Background: an optimization exercise with open tools, aiming at small area. Do not read the settings as production practice.
Only simulation tests tie the RTL to the original design; equivalence was not proved.
No activity file was given, so power comes from the tool's default toggle rates.

$ cat design.v
module ASRS(CLK, CLR, start, cont, clockInstr, R, ORd_rd, valid, confirma, cdb_tag, cdb_data, CLK_instr, instr, depR0, dataR0, depR1, dataR1);
	input CLK, CLR, start, confirma;
	input [2:0] cdb_tag;
	input [15:0] cdb_data;
	input [9:0] CLK_instr;
	input [13:0] instr;
	input [2:0] depR0, depR1;
	input [15:0] dataR0, dataR1;
	output reg [1:0] cont;
	output reg [9:0] clockInstr;
	output reg [15:0] R;
	output reg [2:0] ORd_rd;
	output reg valid;
	reg [15:0] Vj, Vk;
	reg [2:0] Qj, Qk;
	reg [2:0] rd;
	reg sub;
	always @(posedge CLK, posedge CLR) begin
		if (CLR) begin
			cont <= 2'b00;
			ORd_rd <= 3'b0;
			valid <= 1'b0;
		end else begin
			case (cont)
				2'b00: if (start) cont <= 2'b01;
				2'b01: if (Qj == 3'b0 && Qk == 3'b0) begin
					cont <= 2'b10;
					ORd_rd <= rd;
					valid <= 1'b1;
				end
				2'b10: if (confirma) cont <= 2'b00;
				default: ;
			endcase
		end
	end
	always @(posedge CLK) begin
		case (cont)
			2'b00: if (start) begin
				Vj <= dataR0;
				Vk <= dataR1;
				Qj <= depR0;
				Qk <= depR1;
				sub <= instr[1];
				rd <= instr[5:3];
				clockInstr <= CLK_instr;
			end
			2'b01: begin
				if (Qj != 3'b0 || Qk != 3'b0) begin
					if (cdb_tag == Qj) begin
						Vj <= cdb_data;
						Qj <= 3'b0;
					end
					if (cdb_tag == Qk) begin
						Vk <= cdb_data;
						Qk <= 3'b0;
					end
				end else begin
					R <= sub ? Vj - Vk : Vj + Vk;
				end
			end
			default: ;
		endcase
	end
endmodule
module LSRS(CLK, CLR, start, cont, clockInstr, A, V3, ORd_rd, ORd_st, valid, confirma, cdb_tag, cdb_data, CLK_instr, instr, depR0, dataR0, depR1, dataR1);
	input CLK, CLR, start, confirma;
	input [2:0] cdb_tag;
	input [15:0] cdb_data;
	input [9:0] CLK_instr;
	input [13:0] instr;
	input [2:0] depR0, depR1;
	input [15:0] dataR0, dataR1;
	output reg [1:0] cont;
	output reg [9:0] clockInstr;
	output reg [4:0] A;
	output reg [15:0] V3;
	output reg [2:0] ORd_rd;
	output reg ORd_st;
	output reg valid;
	reg [15:0] Vj;
	reg [4:0] Vk;
	reg [2:0] Qj, Qk;
	reg [2:0] rd;
	reg [4:0] off;
	reg st;
	wire ready = st ? (Qj == 3'b0 && Qk == 3'b0) : (Qk == 3'b0);
	always @(posedge CLK, posedge CLR) begin
		if (CLR) begin
			cont <= 2'b00;
			A <= 5'b0;
			V3 <= 16'b0;
			ORd_rd <= 3'b0;
			ORd_st <= 1'b0;
			valid <= 1'b0;
		end else begin
			case (cont)
				2'b00: if (start) cont <= 2'b01;
				2'b01: if (ready) begin
					cont <= 2'b10;
					A <= off + Vk;
					if (st) V3 <= Vj;
					ORd_rd <= rd;
					ORd_st <= st;
					valid <= 1'b1;
				end
				2'b10: if (confirma) cont <= 2'b00;
				default: ;
			endcase
		end
	end
	always @(posedge CLK) begin
		case (cont)
			2'b00: if (start) begin
				Vj <= dataR0;
				Vk <= dataR1[4:0];
				Qj <= depR0;
				Qk <= depR1;
				st <= instr[2];
				rd <= instr[5:3];
				off <= instr[13:9];
				clockInstr <= CLK_instr;
			end
			2'b01: begin
				if (st) begin
					if (Qj != 3'b0 || Qk != 3'b0) begin
						if (cdb_tag == Qj) begin
							Vj <= cdb_data;
							Qj <= 3'b0;
						end
						if (cdb_tag == Qk) begin
							Vk <= cdb_data[4:0];
							Qk <= 3'b0;
						end
					end
				end else begin
					if (Qk != 3'b0 && cdb_tag == Qk) begin
						Vk <= cdb_data[4:0];
						Qk <= 3'b0;
					end
				end
			end
			default: ;
		endcase
	end
endmodule
module tomasulim(CLK, CLR, mem_addr, mem_wdata, mem_we, mem_rdata, cdb_we, cdb_rd, cdb_tag, cdb_data);
	input CLK, CLR;
	output [4:0] mem_addr;
	output [15:0] mem_wdata;
	output mem_we;
	input [15:0] mem_rdata;
	output reg cdb_we;
	output reg [2:0] cdb_rd;
	output [3:0] cdb_tag;
	output reg [15:0] cdb_data;
	reg [2:0] step;
	reg [9:0] counter;
	reg quemSai, quemSai2;
	reg wren;				 
	reg sel;				 
	reg [15:0] Dadolido;
	reg strAddSub, strLoadStore, latencia, WMen, confLoadStore;
	wire confLoad = latencia;	 
	reg [15:0] DadoR;
	reg [1:0] IDas;
	reg [2:0] OPas_rd;
	reg [4:0] DadoA;
	reg [1:0] IDls;
	reg [2:0] OPls_rd;
	reg OPls_isst;
	wire OPls_ld = |IDls && !OPls_isst;
	wire OPls_st = |IDls && OPls_isst;
	reg [1:0] ua_cont;
	reg [1:0] ua_id;
	reg [2:0] ua_rd;
	reg ls_busy;
	reg [4:0] ls_addr;
	reg [1:0] ls_id;
	reg [2:0] ls_rd;
	reg [1:0] confA, confL;
	reg combo_q;
	reg [2:0] tag;
	reg [4:0] pc;
	reg [2:0] frente, tras;
	reg full;
	reg [13:0] instrs [0:7];
	reg [13:0] instr;		 
	reg [15:0] regs [0:7];
	reg [2:0] tags [0:7];
	wire [2:0] op = instr[2:0];
	wire isAS = (op == 3'b001) || (op == 3'b010);
	wire isLS = (op == 3'b011) || (op == 3'b100);
	wire adc = (step != 3'b000) && (step != 3'b001);
	wire rtr = (step == 3'b011);
	wire empty = (frente == tras) && !full;
	wire push = adc && !WMen && !full;
	wire pop = rtr && !empty;
	wire ua_busy = (ua_cont != 2'b00);
	wire confAddSub = (ua_cont == 2'b10);
	wire confAddress = ls_busy && !confLoadStore;
	wire incr = !full && !confAddress;
	wire st110 = (step == 3'b110);
	wire startA0 = st110 && isAS && !sel;
	wire startA1 = st110 && isAS && sel;
	wire startL0 = st110 && isLS && !sel;
	wire startL1 = st110 && isLS && sel;
	wire [2:0] depR0 = tags[instr[5:3]];
	wire [2:0] depR1 = tags[instr[8:6]];
	wire [15:0] dataR0 = regs[instr[5:3]];
	wire [15:0] dataR1 = regs[instr[8:6]];
	wire [1:0] contA0, contA1, contL0, contL1;
	wire [9:0] cA0, cA1, cL0, cL1;
	wire [15:0] RA0, RA1, V3L0, V3L1;
	wire [4:0] AL0, AL1;
	wire [2:0] rdA0, rdA1, rdL0, rdL1;
	wire vA0, vA1, vL0, vL1, stL0, stL1;
	ASRS Est1(CLK, CLR, startA0, contA0, cA0, RA0, rdA0, vA0, confA[0], tag, cdb_data, counter, instr, depR0, dataR0, depR1, dataR1);
	ASRS Est2(CLK, CLR, startA1, contA1, cA1, RA1, rdA1, vA1, confA[1], tag, cdb_data, counter, instr, depR0, dataR0, depR1, dataR1);
	LSRS Est5(CLK, CLR, startL0, contL0, cL0, AL0, V3L0, rdL0, stL0, vL0, confL[0], tag, cdb_data, counter, instr, depR0, dataR0, depR1, dataR1);
	LSRS Est6(CLK, CLR, startL1, contL1, cL1, AL1, V3L1, rdL1, stL1, vL1, confL[1], tag, cdb_data, counter, instr, depR0, dataR0, depR1, dataR1);
	wire busyA0 = (contA0 != 2'b00), busyA1 = (contA1 != 2'b00);
	wire busyL0 = (contL0 != 2'b00), busyL1 = (contL1 != 2'b00);
	wire despA0 = (contA0 == 2'b10), despA1 = (contA1 == 2'b10);
	wire despL0 = (contL0 == 2'b10), despL1 = (contL1 == 2'b10);
	wire as_go = (despA0 || despA1) && !ua_busy;
	wire ls_go = (despL0 || despL1) && !confAddress;
	reg [9:0] M;
	reg q_v, q2_v;
	always @* begin
		M = 10'h3ff;
		q_v = quemSai;
		q2_v = quemSai2;
		if (as_go) begin
			if (despA0 && cA0 < M) begin M = cA0; q_v = 1'b0; end
			if (despA1 && cA1 < M) begin M = cA1; q_v = 1'b1; end
		end
		if (ls_go) begin
			if (despL0 && cL0 < M) begin M = cL0; q2_v = 1'b0; end
			if (despL1 && cL1 < M) begin q2_v = 1'b1; end
		end
	end
	assign mem_addr = confAddress ? ls_addr : (pc + {4'b0, incr});
	assign mem_wdata = quemSai2 ? V3L1 : V3L0;
	assign mem_we = WMen;
	assign cdb_tag = {1'b0, tag};
	always @(posedge CLK, posedge CLR) begin
		if (CLR) begin
			step <= 3'b0;
			counter <= 10'b0;
			quemSai <= 1'b0;
			quemSai2 <= 1'b0;
			wren <= 1'b0;
			Dadolido <= 16'b0;
			strAddSub <= 1'b0;
			strLoadStore <= 1'b0;
			latencia <= 1'b0;
			WMen <= 1'b0;
			confLoadStore <= 1'b0;
		end else begin
			case (step)
				3'b000: step <= 3'b001;
				3'b001: step <= 3'b010;
				3'b010: step <= 3'b011;
				3'b011: begin
					wren <= 1'b0;
					step <= 3'b100;
				end
				3'b100: begin
					counter <= counter + 1'b1;
					step <= 3'b101;
				end
				3'b101: begin
					if (isAS) begin
						if (!busyA0) begin sel <= 1'b0; step <= 3'b110; end
						else if (!busyA1) begin sel <= 1'b1; step <= 3'b110; end
					end else if (isLS) begin
						if (!busyL0) begin sel <= 1'b0; step <= 3'b110; end
						else if (!busyL1) begin sel <= 1'b1; step <= 3'b110; end
					end else begin
						step <= 3'b010;
					end
				end
				3'b110: begin
					if (!confAddSub) begin
						if (op != 3'b100) wren <= 1'b1;
						step <= 3'b010;
					end
				end
				default: ;
			endcase
			strAddSub <= as_go;
			if (as_go) quemSai <= q_v;
			strLoadStore <= ls_go;
			if (ls_go) quemSai2 <= q2_v;
			WMen <= confAddress && OPls_st;
			confLoadStore <= confAddress && OPls_ld && latencia;
			if (confAddress && OPls_ld) begin
				if (!latencia) begin
					latencia <= 1'b1;
				end else begin
					Dadolido <= mem_rdata;
					latencia <= 1'b0;
				end
			end
		end
	end
	always @(posedge CLK) begin
		if (as_go) begin
			IDas <= q_v ? {vA1, 1'b0} : {1'b0, vA0};
			OPas_rd <= q_v ? rdA1 : rdA0;
		end
		if (ls_go) begin
			DadoA <= q2_v ? AL1 : AL0;
			IDls <= q2_v ? {vL1, 1'b0} : {1'b0, vL0};
			OPls_rd <= q2_v ? rdL1 : rdL0;
			OPls_isst <= q2_v ? stL1 : stL0;
		end
	end
	always @(posedge CLK, posedge CLR) begin
		if (CLR) begin
			ua_cont <= 2'b00;
			DadoR <= 16'b0;
			ls_busy <= 1'b0;
			confA <= 2'b0;
			confL <= 2'b0;
			combo_q <= 1'b0;
			cdb_we <= 1'b0;
			tag <= 3'b0;
			cdb_data <= 16'b0;
			cdb_rd <= 3'b0;
		end else begin
			if (as_go && (q_v ? vA1 : vA0)) DadoR <= q_v ? RA1 : RA0;
			case (ua_cont)
				2'b00: if (strAddSub) ua_cont <= 2'b01;
				2'b01: begin
					ua_cont <= 2'b10;
					if (ua_id != 2'b00) confA <= ua_id;
				end
				2'b10: begin
					ua_cont <= 2'b00;
				end
				default: ;
			endcase
			if (confLoadStore)
				ls_busy <= 1'b0;
			else if (!ls_busy) begin
				if (strLoadStore) begin
					ls_busy <= 1'b1;
					if (IDls != 2'b00) confL <= IDls;
				end
			end else if (WMen)
				ls_busy <= 1'b0;
			combo_q <= confAddSub | confLoad;
			cdb_we <= 1'b0;
			if (combo_q && !(confAddSub | confLoad)) begin
				cdb_we <= 1'b1;
				if (!ls_busy) begin
					tag <= {1'b0, ua_id};
					cdb_data <= DadoR;
					cdb_rd <= ua_rd;
				end else begin
					tag <= {|ls_id, ls_id};
					cdb_data <= Dadolido;
					cdb_rd <= ls_rd;
				end
			end
		end
	end
	always @(posedge CLK) begin
		if (ua_cont == 2'b00 && strAddSub) begin
			ua_id <= IDas;
			ua_rd <= OPas_rd;
		end
		if (!confLoadStore && !ls_busy && strLoadStore) begin
			ls_addr <= DadoA;
			ls_id <= IDls;
			ls_rd <= OPls_rd;
		end
	end
	always @(posedge CLK, posedge CLR) begin
		if (CLR) begin
			pc <= 5'b0;
			frente <= 3'b0;
			tras <= 3'b0;
			full <= 1'b0;
		end else begin
			if (incr) pc <= pc + 1'b1;
			if (push) tras <= tras + 1'b1;
			if (pop) frente <= frente + 1'b1;
			if (push && !pop)
				full <= (tras + 3'd1 == frente);
			else if (pop && !push)
				full <= 1'b0;
		end
	end
	always @(posedge CLK) begin
		if (push) instrs[tras] <= mem_rdata[13:0];
		if (pop) instr <= instrs[frente];
	end
	wire [2:0] depW = {isLS, sel, !sel};
	integer i;
	always @(posedge CLK, posedge CLR) begin
		if (CLR) begin
			for (i = 0; i < 8; i = i + 1) begin
				regs[i] <= (i == 7) ? 16'd24 : i + 1;
				tags[i] <= 3'b0;
			end
		end else begin
			if (cdb_we) begin
				regs[cdb_rd] <= cdb_data;
				tags[cdb_rd] <= 3'b0;
			end
			if (wren) tags[instr[5:3]] <= depW;
		end
	end
endmodule
$ cat flow/abc_area.script
strash
balance
rewrite
refactor
balance
rewrite
rewrite -z
balance
refactor -z
rewrite -z
balance
dch -f
amap
strash
dch -f
amap
topo
stime -c
buffer -c
upsize -c
dnsize -c
$ cat standard.sh
#!/bin/bash
# synth_recipe.tcl (not shown) runs the flow's synth.tcl, then flattens the netlist and writes it again
# the make line also repeats each setting of config.mk as NAME=value (left out here)
make -C /OpenROAD-flow-scripts/flow DESIGN_CONFIG=/design/flow/config.mk WORK_HOME=/design/flow/orfs CLKGATE_MAP_FILE= SYNTH_SCRIPT=/design/flow/synth_recipe.tcl "${@:-finish}"
$ cat config.mk
export PLATFORM = sky130hd
export DESIGN_NAME = tomasulim
export DESIGN_NICKNAME = tomasulim
export VERILOG_FILES = /design/flow/design.v
export SDC_FILE = /design/flow/constraint.sdc
export NUM_CORES = 4
export LEC_CHECK = 0
export ABC_AREA = 1
export CAP_MARGIN = 20
export CORE_MARGIN = 2
export CORE_UTILIZATION = 50
export CTS_BUF_LIST = sky130_fd_sc_hd__clkbuf_8
export CTS_CLUSTER_DIAMETER = 60
export CTS_CLUSTER_SIZE = 16
export PLACE_DENSITY = 0.65
export SLEW_MARGIN = 20
$ cat constraint.sdc
create_clock -name core_clock -period 10.0 [get_ports {CLK}]
set_input_delay 2.0000 -clock core_clock [delete_from_list [all_inputs] [get_ports {CLK}]]
set_output_delay 2.0000 -clock core_clock [all_outputs]
set_load 0.01 [all_outputs]
$ cat flow/run.sh
#!/bin/bash
set -euo pipefail
here=$(pwd)
rm -rf "$here/orfs_scripts"
cp -r "$FLOW_HOME/scripts" "$here/orfs_scripts"
cp "$here/flow/abc_area.script" "$here/orfs_scripts/abc_area.script"
sed -i 's/^  -sink_clustering_enable \\$/  -sink_clustering_enable -dont_use_dummy_load \\/' "$here/orfs_scripts/cts.tcl"
grep -q -- '-dont_use_dummy_load' "$here/orfs_scripts/cts.tcl"
bash standard.sh SCRIPTS_DIR="$here/orfs_scripts" ABC_AREA=1 "BUFFER_PORTS_ARGS=-buffer_cell sky130_fd_sc_hd__buf_1" finish > "$here/standard_flow.log" 2>&1
==> results of run 1 <==
-- cell usage after synthesis, drive strengths merged (9+ instances only) --
cell type	number
o32ai	21
clkbuf	140
nand2b	9
nor3	56
dfrtp	302
inv	324
clkinv	24
a221o	15
edfxtp	386
nand3	24
dfstp	14
a221oi	30
o22a	24
a21o	11
nor4	34
o21ai	94
o221ai	13
a22o	19
buf	10
a21oi	145
o31ai	19
ha	94
a211oi	15
o21a	24
nor2	287
or2	14
nand2	120
o22ai	465
-- worst paths after layout --
check / from / endpoint / slack (ns) / cells past startpoint
min in group asynchronous: CLR / Est5.cont[0]$_DFFE_PP0P_ / 1.60 / 3
hold reg to reg: OPls_rd[0]$_DFFE_PP_ / ls_rd[0]$_DFFE_PP_ / 0.42 / 0
setup reg to reg: Est1.clockInstr[1]$_DFFE_PP_ / DadoA[4]$_DFFE_PP_ / 3.02 / 27
hold / removal: OPls_rd[0]$_DFFE_PP_ / ls_rd[0]$_DFFE_PP_ / 0.42 / 0
max in group asynchronous: CLR / tags[7][0]$_DFF_PP0_ / 7.09 / 4
setup / recovery: Est1.clockInstr[1]$_DFFE_PP_ / DadoA[4]$_DFFE_PP_ / 3.02 / 27
-- where the power goes --
group / total [mW] / leakage (nW) / switching (mW) / internal, mW
clock network: 1.38 / 0.395 / 0.894 / 0.490
logic: 5.16 / 4.86 / 3.50 / 1.66
registers: 5.01 / 7.60 / 0.589 / 4.43
-- placed cells by master, fill, tap and decap left out, types with 4 or more instances in the layout --
cell type and n:
a31oi_1 8, o21bai_1 5, inv_1 321, nor4_1 28, nand3_1 24, buf_1 63, a211oi_1 14, nand4_1 6
dfstp_2 14, clkinv_1 24, o221ai_1 13, a22o_1 19, o21ai_0 88, buf_4 66, fa_1 4, nor3_4 7
a221o_1 15, o22a_1 24, a221oi_1 30, dfrtp_1 302, a21o_1 11, nor3_1 27, nand2_1 119, edfxtp_1 386
nand2b_1 9, o21ai_1 4, o21a_1 24, and2_1 6, nor2_1 284, nor3_2 22, o32ai_1 21, o22ai_1 464
or2_2 14, clkbuf_8 55, nor4_2 6, o31ai_1 19, a21oi_1 145, nor2b_1 6, ha_1 94
-- area by class of cell --
class | instances | area, µm²
Antenna cell | 1 | 2.50
Clock buffer | 55 | 757
Fill cell | 5299 | 28200
Inverter | 348 | 1310
Multi-Input combinational cell | 1587 | 9880
Sequential cell | 702 | 19500
Tap cell | 790 | 988
Timing Repair Buffer | 133 | 796
-- kinds of logic (layout without fill, tap and decap cells) --
| group | after synthesis | count (layout) |
|---|---|---|
| AO/OA/AOI/OAI | 920 | 920 |
| AND/OR/NAND/NOR | 568 | 568 |
| other | 1 | 2 |
| flip-flops | 702 | 702 |
| adder cells (fa/ha/maj) | 98 | 98 |
| buffers and inverters | 498 | 536 |
-- per-layer routing --
metal,track usage (%),part of all wire (%)
met2,42.6,45
met4,12.6,4.8
met1,39.0,41
met5,0,0.014
met3,5.98,9.5
-- through the flow --
stage | instance area, µm² | power, mW
5_1_grt | 33200 | 12.2
3_5_place_dp | 32400 | 10.1
3_3_place_gp | 32400 | 9.91
2_1_floorplan | 31000 | 8.20
4_1_cts | 33200 | 11.4
6_report | 33200 | 11.6
-- critical path, stage by stage, from the launching register on --
cell and delay (ns):
edfxtp_1 0.37, nand4_1 0.10, o31ai_1 0.82, nor2_1 0.16, ha_1 0.36, a21oi_1 0.17, nand3b_1 0.14, a31oi_1 0.11
nor4_2 0.22, buf_4 0.28, nor2_1 0.08, a211oi_1 0.41, ha_1 0.34, a21oi_1 0.13, nand2_1 0.07, a211o_1 0.30
a31oi_1 0.17, o21ai_2 0.23, nand2_1 0.13, o21ai_0 0.09, ha_1 0.34, and2_1 0.19, a221o_1 0.33, a21oi_1 0.19
o21ai_0 0.19, o21ai_4 0.37, inv_2 0.18, a22o_1 0.26
==> impl_results.md, run 1 <==
- Synthesized area per cell: 11.1 µm²
- Initial Util: 50.5%
- Synthesized cell area: 31000 µm²
- Layout area overhead: 7.12%
- # IOs: 64
- CTS tree: yes
- Seq/Total Area, Yosys: 62.9%
- Rows: 91
- Dominant cell type by area after synthesis: edfxtp_1
- TritonRoute pass-1 iters: 6
- Max_slew headroom: 19.5%
- Gr usage total: 28.1%
- Worst-Margin Slew: 1.20 ns
- GRT Residual Overflow: 0
- Routed Antenna Nets: 0
- Routed len/inst: 24.9 µm
- Die span in y: 253 µm
- Core Area: 61500 µm²
- Buffers from clock root to sink, at most: 3
- Synth Area in Compound Gates: 19.1%
- H-Tree Depth: 2
- Outcome: finished clean
- Yosys warning count: 5
- Max reg flops: 128
- First-pass GRT wire length: 135 mm
- Most flop-heavy register: regs
- GP Congestion: 0.942
- Pwr/cell area: 348 nW/µm²
- Arrival @ worst endpoint: 7.43 ns
- Final core utilization: 54.1%
- Startpoint types: flop
- Placed Cells incl. Taps: 3559
- EDFF count, synth: 386
- Post_cts resized: 0
- Post-synthesis adder-cell area fraction: 4.05%
- Postcts setup bufs: 0
- DIE WIDTH: 253 µm
- Fin cells: 3616
- FFs w/ async S/R, synth: 45.0%
- Layout Nets: 2943
- Final setup vio count: 0
- Clock buffer count from CTS: 55
- Synth Area in Simple Gates: 7.92%
- Setup CP Type: flop to flop
- Via count: 23095
- IO Port Bufs: 62
- DRT Wirelength: 90.1 mm
- Final setup margin: 3.02 ns
- Setup crit end kind: flop
- #FFs+latches synth: 702
- CTS sink count: 702
- Vias in the first global route: 22470
- Worst Hold Class: flop to flop
- Die ar.: 64100 µm²
- VDD IR-drop max: 124 µV
- Syn nets: 2903
- Layout cells sized above 1: 7.15%
- Critical path fanouts, max: 21
- Xor/xnor share of the synthesized area: 0%
- Synth top area cells: edfxtp_1 (37%), dfrtp_1 (24%), o22ai_1 (9.4%)
- Hold Slack: 0.424 ns
- Largest net degree at the start of global routing: 176
- Drt first-iter violations: 2795
- Final Cycle Share: 69.8%
- Final Max Slew Viols: 0
- Later-pin clock latency in the skew report: 0.73 ns
- Share of the synthesized area in the top cell type: 37.3%
- Setup Slack @ Placement: 2.93 ns
- Main combinational cell family by area after synthesis: compound AO/OA/AOI/OAI gates
- Endpoints failing hold: 0
- Minimum clock period after layout: 6.98 ns
- Fmax: 0.143 GHz
- Max-cap viol count: 0
- Hpwl dp: 60.2 mm
- Yosys cell types: 54
- Multiplexer share of the synthesized area: 0%
- RSZ-0062 raised after global routing: false
- Clock-pin slew on the worst setup and hold paths: 0.10 ns
- Post-CTS Hold Buffers: 0
- Critical Path RT: 10.45 ns
- Final Skew: 0.0888 ns
- Static Leak: 12.9 nW
- Mapped Cells: 2787
- DRC viols: 0
- Primary FF master, synth: edfxtp_1
- Regs by FF count: regs x128, instrs x112, tags x24
- Antenna violations before repair: 2
- Root Driver: clkbuf_8
- Drt via density: 6.39
- Setup TNS: 0 ns
==> run 2: changes to the inputs <==
--- a/flow/abc_area.script
+++ b/flow/abc_area.script
@@ -11,8 +11,8 @@
 balance
 dch -f
-amap
+amap -F 2 -A 8
 strash
 dch -f
-amap
+amap -F 2 -A 8
 topo
 stime -c
==> run 2 against run 1 <==
Sequential share of layout area about the same; clock power about the same; critical path depth up 1; clock skew down 0.021 ns; synthesized cell count down 0.22%; worst hold slack worse by 0.0012 ns; non-clock buffer count unchanged; critical endpoint unchanged; largest cell class unchanged.
==> impl_results.md, run 2 <==
- Outcome: finished clean
- H-Tree Depth: 2
- Setup TNS: 0 ns
- Largest net degree at the start of global routing: 142
- Via count: 23040
- Startpoint types: flop
- Top-count cell post-synth: o22ai_1
- Antenna violations before repair: 2
- Rows: 91
- CTS sink count: 702
- Synthesized cell area: 31100 µm²
- Dominant cell type by area after synthesis: edfxtp_1
- Routed Antenna Nets: 0
- Final Instance Area: 33200 µm²
- Endpoints failing hold: 0
- Vias in the first global route: 22479
- Later-pin clock latency in the skew report: 0.72 ns
- R2R cell count: 28
- Postcts setup bufs: 0
- DRT Wirelength: 90.1 mm
- Drt via density: 6.29
- Most common cell after layout, fill and taps aside: o22ai_1
- Root Driver: clkbuf_8
- Synthesized area per cell: 11.2 µm²
- Int Pwr: 6.55 mW
- Switching pwr: 4.98 mW
- GRT Residual Overflow: 0
- #FFs+latches synth: 702
- Final Cycle Share: 71.6%
- Combinational group share of total power: 44.2%
- FFs w/ async S/R, synth: 45.0%
- Area after DPL: 32400 µm²
- Critical Path Max Stage Delay: 0.83 ns
- EDFF count, synth: 386
- CTS tree: yes
- Syn nets: 2897
- Final setup vio count: 0
- IO Port Bufs: 62
- Critical path fanouts, max: 21
- Yosys cell types: 60
- RSZ-0062 raised after global routing: false
- Primary FF master, synth: edfxtp_1
- Fmax: 0.140 GHz
- TritonRoute pass-1 iters: 5
- Final Max Slew Viols: 0
- WL met3: 8.10 mm
- Initial Util: 50.4%
- Hold path depth: 0
- Core Area: 61600 µm²
- Switching Fraction: 43.2%
- Seq/Total Area, Yosys: 62.8%
- Clock-pin slew on the worst setup and hold paths: 0.11 ns
- Critical path's slowest cell: o31ai_1
- Post-synth top cells: o22ai_1 (437), edfxtp_1 (386), inv_1 (333), nor2_1 (316), dfrtp_1 (302)
- Yosys warning count: 5
- GP Congestion: 0.923
- Buffers from clock root to sink, at most: 3
- Most flop-heavy register: regs
- Routed len/inst: 24.6 µm
- Final Skew: 0.0681 ns
- Reg2reg setup slack: 2.84 ns
- Max_slew headroom: 19.3%
- DRC viols: 0
- Most frequent cells in the layout: o22ai_1 (437), edfxtp_1 (386), inv_1 (332), nor2_1 (315), dfrtp_1 (302)
- Setup CP Type: flop to flop
- Pwr/cell area: 347 nW/µm²
- # IOs: 64
- Highest Signal Layer: met5
- Synth top area cells: edfxtp_1 (37%), dfrtp_1 (24%), o22ai_1 (8.8%)
- Layout cells sized above 1: 6.80%
- Die ar.: 64100 µm²
- Worst-Margin Slew: 1.20 ns
- Minimum clock period after layout: 7.16 ns
- Register share of total power: 43.9%
- Hpwl dp: 60.6 mm
- VDD IR-drop max: 182 µV
- DIE WIDTH: 253 µm
- Max-cap viol count: 0
- Metal2 WL: 40.2 mm
- First-pass GRT wire length: 136 mm
- Share of the synthesized area in the top cell type: 37.3%
- Post-CTS Hold Buffers: 0
- Critical Path RT: 10.45 ns
- Worst Hold Class: flop to flop
- Layout area overhead: 7.07%
- Clock buffer count from CTS: 55
- Static Leak: 12.9 nW
- Gr usage total: 28.1%
- Arrival @ worst endpoint: 7.61 ns
- Max reg flops: 128
- Post_cts resized: 0
- Clk network pwr share: 12.0%
- Regs by FF count: regs x128, instrs x112, tags x24
- M1 WL: 37.6 mm
- Setup crit end kind: flop
- Drt first-iter violations: 2676
- Die span in y: 253 µm
- Layout Nets: 2942
- Mapped Cells: 2781
## run 2: cell count changes after synthesis, moves of 7 or more
| cell | before | now |
|---|---|---|
| nand2_1 | 120 | 94 |
| nor2_1 | 287 | 316 |
| nand2b_1 | 9 | 1 |
| inv_1 | 322 | 333 |
| o22a_1 | 24 | 31 |
| o21a_1 | 24 | 4 |
| a2111oi_0 | 1 | 9 |
| nor4_1 | 33 | 22 |
| clkbuf_1 | 140 | 133 |
| o22ai_1 | 464 | 437 |
| o221ai_1 | 13 | 24 |
| a21oi_1 | 145 | 164 |
## run 2: metrics by stage
stage          hold WS [ns]  cells  setup slack (ns)  power [mW]  util [%]
2_1_floorplan         0.400   2781              3.80        8.20         -
3_3_place_gp          0.406   3605              3.26        9.89      52.7
3_5_place_dp          0.415   3605              2.93        10.1      52.7
4_1_cts               0.422   3660              2.89        11.4      53.9
5_1_grt               0.429   3662              2.36        12.2      54.0
6_report              0.423   3662              2.84        11.5      54.0
## run 2: power by group through the flow
stage	combinational [mW]	sequential, mW	clock (mW)
floorplan	3.36	4.85	0
global placement	4.81	5.07	0
detailed placement	4.95	5.11	0
CTS	4.98	5.05	1.40
global route	5.57	5.16	1.50
finish	5.09	5.06	1.38
## run 2: metal layers
| layer | track usage (%) | up-vias |
|---|---|---|
| li1 | - | 10323 |
| met1 | 39.2 | 11327 |
| met2 | 42.7 | 1140 |
| met3 | 5.62 | 246 |
| met4 | 12.5 | 4 |
| met5 | 0.772 | - |
## run 2: layout make-up
type,instances,area [µm²]
Antenna cell,1,2.50
Tap cell,837,1050
Clock buffer,55,757
Multi-Input combinational cell,1575,9780
Sequential cell,702,19500
Inverter,359,1350
Fill cell,5299,28300
Timing Repair Buffer,133,798
## run 2: cells by family after synthesis
logic type      after synthesis  share of synthesized area, %
compound gates              932                          19.5
flops                       702                          62.8
simple gates                544                          7.41
buf+inv                     504                          6.13
fa+ha+maj                    98                          4.05
other cells                   1                        0.0121
## run 2: worst max-delay path: cells and delay by family, from the launching register on
kind / cells / cell delay [ns]
AOI/OAI and AO/OA: 13 / 3.73
and+or+nand+nor: 10 / 1.20
adders and majority gates: 3 / 1.11
buffers and inverters: 2 / 0.47
DFF: 1 / 0.39
## run 2: final timing paths
check	from	endpoint
min	IDas[0]$_SDFFCE_PN0P_	ua_id[0]$_DFFE_PP_
min reg2reg	IDas[0]$_SDFFCE_PN0P_	ua_id[0]$_DFFE_PP_
max in group asynchronous	CLR	Est5.V3[0]$_DFFE_PP0P_
min in group asynchronous	CLR	combo_q$_DFF_PP0_
max	Est1.clockInstr[2]$_DFFE_PP_	DadoA[4]$_DFFE_PP_
max reg2reg	Est1.clockInstr[2]$_DFFE_PP_	DadoA[4]$_DFFE_PP_
==> run 3: changes to the inputs <==
--- a/config.mk
+++ b/config.mk
@@ -7,5 +7,5 @@
 export LEC_CHECK = 0
 export ABC_AREA = 1
-export CAP_MARGIN = 20
+export CAP_MARGIN = 0
 export CORE_MARGIN = 2
 export CORE_UTILIZATION = 50
@@ -14,3 +14,3 @@
 export CTS_CLUSTER_SIZE = 16
 export PLACE_DENSITY = 0.65
-export SLEW_MARGIN = 20
+export SLEW_MARGIN = 0
==> run 3 against run 2 <==
Routed wire length grew 0.42%; critical endpoint unchanged; largest power group unchanged; die area is the same; still clean on timing, DRC and antenna; synthesized area is the same; largest cell class unchanged; non-clock buffer count shrank 1.
==> impl_results.md, run 3 <==
- Outcome: finished clean
- Mapped Cells: 2781
- Final core utilization: 53.9%
- Switching pwr: 4.99 mW
- Minimum clock period after layout: 7.14 ns
- First-pass GRT wire length: 137 mm
- TritonRoute pass-1 iters: 8
- Postcts setup bufs: 0
- Yosys warning count: 5
- Area taken by multi-input logic gates: 9750 µm²
- Post_cts resized: 0
- EDFF count, synth: 386
- Core Area: 61600 µm²
- Die ar.: 64100 µm²
- Setup CP Type: flop to flop
- RSZ-0062 raised after global routing: false
- Primary FF master, synth: edfxtp_1
- Fmax: 0.140 GHz
- Drt first-iter violations: 2804
- Placed Cells incl. Taps: 3605
- Share of the synthesized area in the top cell type: 37.3%
- Fin cells: 3662
- Via count: 23220
- Regs by FF count: regs x128, instrs x112, tags x24
- Int Pwr: 6.54 mW
- Hpwl dp: 60.7 mm
- Synthesized area per cell: 11.2 µm²
- Worst Hold Class: flop to flop
- Fillers: 5288
- Most common cell after layout, fill and taps aside: o22ai_1
- VDD IR-drop max: 154 µV
- Syn nets: 2897
- Seq/Total Area, Yosys: 62.8%
- GRT Residual Overflow: 0
- Antenna violations before repair: 3
- Combinational group share of total power: 44.1%
- Setup TNS: 0 ns
- Drt via density: 6.34
- Gr usage total: 28.3%
- Static Leak: 12.9 nW
- Buffers from clock root to sink, at most: 3
- GP Congestion: 0.923
- Critical path's slowest cell: o31ai_1
- CTS sink count: 702
- Vias in the first global route: 22604
- DRT Wirelength: 90.5 mm
- Startpoint types: flop
- Endpoints failing hold: 0
- Final Skew: 0.0587 ns
- Later-pin clock latency in the skew report: 0.71 ns
- CTS tree: yes
- Max reg flops: 128
- Yosys cell types: 60
- Switching Fraction: 43.3%
- Hold Slack: 0.428 ns
- Routed len/inst: 24.7 µm
- H-Tree Depth: 2
- Clk network pwr share: 12.0%
- # IOs: 64
- Top-count cell post-synth: o22ai_1
- Rows: 91
- Critical Path Max Stage Delay: 0.84 ns
- Routed Antenna Nets: 0
- Post-synth top cells: o22ai_1 (437), edfxtp_1 (386), inv_1 (333), nor2_1 (316), dfrtp_1 (302)
- Arrival @ worst endpoint: 7.61 ns
- #FFs+latches synth: 702
- Synthesized cell area: 31100 µm²
- Most flop-heavy register: regs
- Largest net degree at the start of global routing: 142
- Storage element area: 19500 µm²
- Layout area overhead: 6.90%
- Final Max Slew Viols: 0
- Dominant cell type by area after synthesis: edfxtp_1
- Die span in y: 253 µm
- Initial Util: 50.4%
- Layout Nets: 2941
- IO Port Bufs: 62
- Worst-Margin Slew: 1.27 ns
- Synth top area cells: edfxtp_1 (37%), dfrtp_1 (24%), o22ai_1 (8.8%)
- DIE WIDTH: 253 µm
- Most frequent cells in the layout: o22ai_1 (437), edfxtp_1 (386), inv_1 (332), nor2_1 (315), dfrtp_1 (302)
- Register share of total power: 43.9%
- Root Driver: clkbuf_8
- Post-CTS Hold Buffers: 0
- Setup crit end kind: flop
- DRC viols: 0
- Critical Path RT: 10.46 ns
- Clock buffer count from CTS: 55
- Pwr/cell area: 347 nW/µm²
- FFs w/ async S/R, synth: 45.0%
- Final setup vio count: 0
- Max_slew headroom: 14.7%
- Critical path fanouts, max: 21
- Final Cycle Share: 71.4%
- Clock-pin slew on the worst setup and hold paths: 0.09 ns
- Layout cells sized above 1: 6.62%
- Max-cap viol count: 0
==> run 3: cell types whose count changed in the layout (fill, tap and decap cells not counted) <==
cell      previous run  this run
nor4_1              19        22
nor4_2               3         0
a211oi_1            19        20
a211oi_2             2         1
buf_16               1         0
diode_2              1         2
nor2_2               0         1
nor2_4               1         0
==> run 3: worst max-delay path, delay by kind of cell (launching register included) <==
family	cells	cell delay, ns
AO/OA/AOI/OAI	14	3.75
buffers and inverters	2	0.47
adder cells (fa/ha/maj)	3	1.05
AND/OR/NAND/NOR	10	1.25
flip-flops	1	0.38
==> run 3: final timing paths <==
kind | from | to | slack, ns | cells past startpoint
worst max-delay path | Est1.clockInstr[2]$_DFFE_PP_ | DadoA[4]$_DFFE_PP_ | 2.86 | 29
worst min register to register | IDas[1]$_SDFFCE_PP0P_ | ua_id[1]$_DFFE_PP_ | 0.43 | 0
worst max register to register | Est1.clockInstr[2]$_DFFE_PP_ | DadoA[4]$_DFFE_PP_ | 2.86 | 29
max in group asynchronous | CLR | Est6.V3[8]$_DFFE_PP0P_ | 6.30 | 4
min in group asynchronous | CLR | Dadolido[15]$_DFFE_PP0P_ | 1.58 | 2
worst min-delay path | IDas[1]$_SDFFCE_PP0P_ | ua_id[1]$_DFFE_PP_ | 0.43 | 0
==> run 3: cell families (layout without fill, tap and decap cells) <==
kind of cell,after synthesis,count (layout),share of synthesized area (%)
compound gates,932,932,19.5
buf+inv,504,546,6.13
simple gates,544,544,7.41
fa+ha+maj,98,98,4.05
other cells,1,3,0.0121
flops,702,702,62.8
==> run 3: cell type report <==
class                      instances  area share (%)
clock buffer                      55            2.28
sequential                       702            58.8
inverter                         359            4.07
timing repair buffer             132            2.32
antenna                            2          0.0151
multi-input combinational       1575            29.4
tap                              837            3.15
==> run 3: layer usage <==
layer | vias to the layer above | GRT usage (%) | routed length, µm
li1 | 10316 | - | -
met1 | 11462 | 40.2 | 37800
met2 | 1224 | 43.6 | 40900
met3 | 218 | 4.88 | 8330
met4 | 0 | 11.1 | 3460
met5 | - | 0 | 0
==> run 3: per-stage QoR <==
stage          setup slack, ns  area [µm²]  total power [mW]
5_1_grt                   2.38       33200              12.2
4_1_cts                   2.93       33200              11.4
6_report                  2.86       33200              11.5
3_3_place_gp              3.26       32400              9.89
3_5_place_dp              2.95       32400              10.1
2_1_floorplan             3.80       31100              8.20
==> run 3: power by group through the flow <==
stage               Sequential (mW)  Clock [mW]  Combinational, mW
floorplan                      4.85           0               3.36
global placement               5.07           0               4.81
detailed placement             5.11           0               4.95
CTS                            5.05        1.41               4.98
global route                   5.16        1.51               5.55
finish                         5.06        1.38               5.08

## afterwards: timing with drivers on the ports
No port has a modelled driver above. Below, the same layouts with a new extraction and two added sets of constraints. Step 1 (the two cells are an assumption about what drives the block):
set clk [get_ports {CLK}]
set_driving_cell -lib_cell sky130_fd_sc_hd__clkbuf_16 $clk
set_driving_cell -lib_cell sky130_fd_sc_hd__buf_2 [delete_from_list [all_inputs] $clk]
Step 2 moves the port delays by t, midway between the first and last clock arrival at a register: inputs arrive t later, outputs are due t later. That takes back most of the time a late clock gives input paths. Slacks: ideal / step 1 / step 2; pairs: ideal / step 1.
run | shift t [ns] | slack for setup (ns) | pins driven straight from the clock port
run 1 | 0.747 | 3.016 / 3.016 / 3.016 | 1
run 2 | 0.738 | 2.843 / 2.843 / 2.843 | 1
run 3 | 0.736 | 2.859 / 2.859 / 2.859 | 1
After both steps every run listed still meets setup and hold.
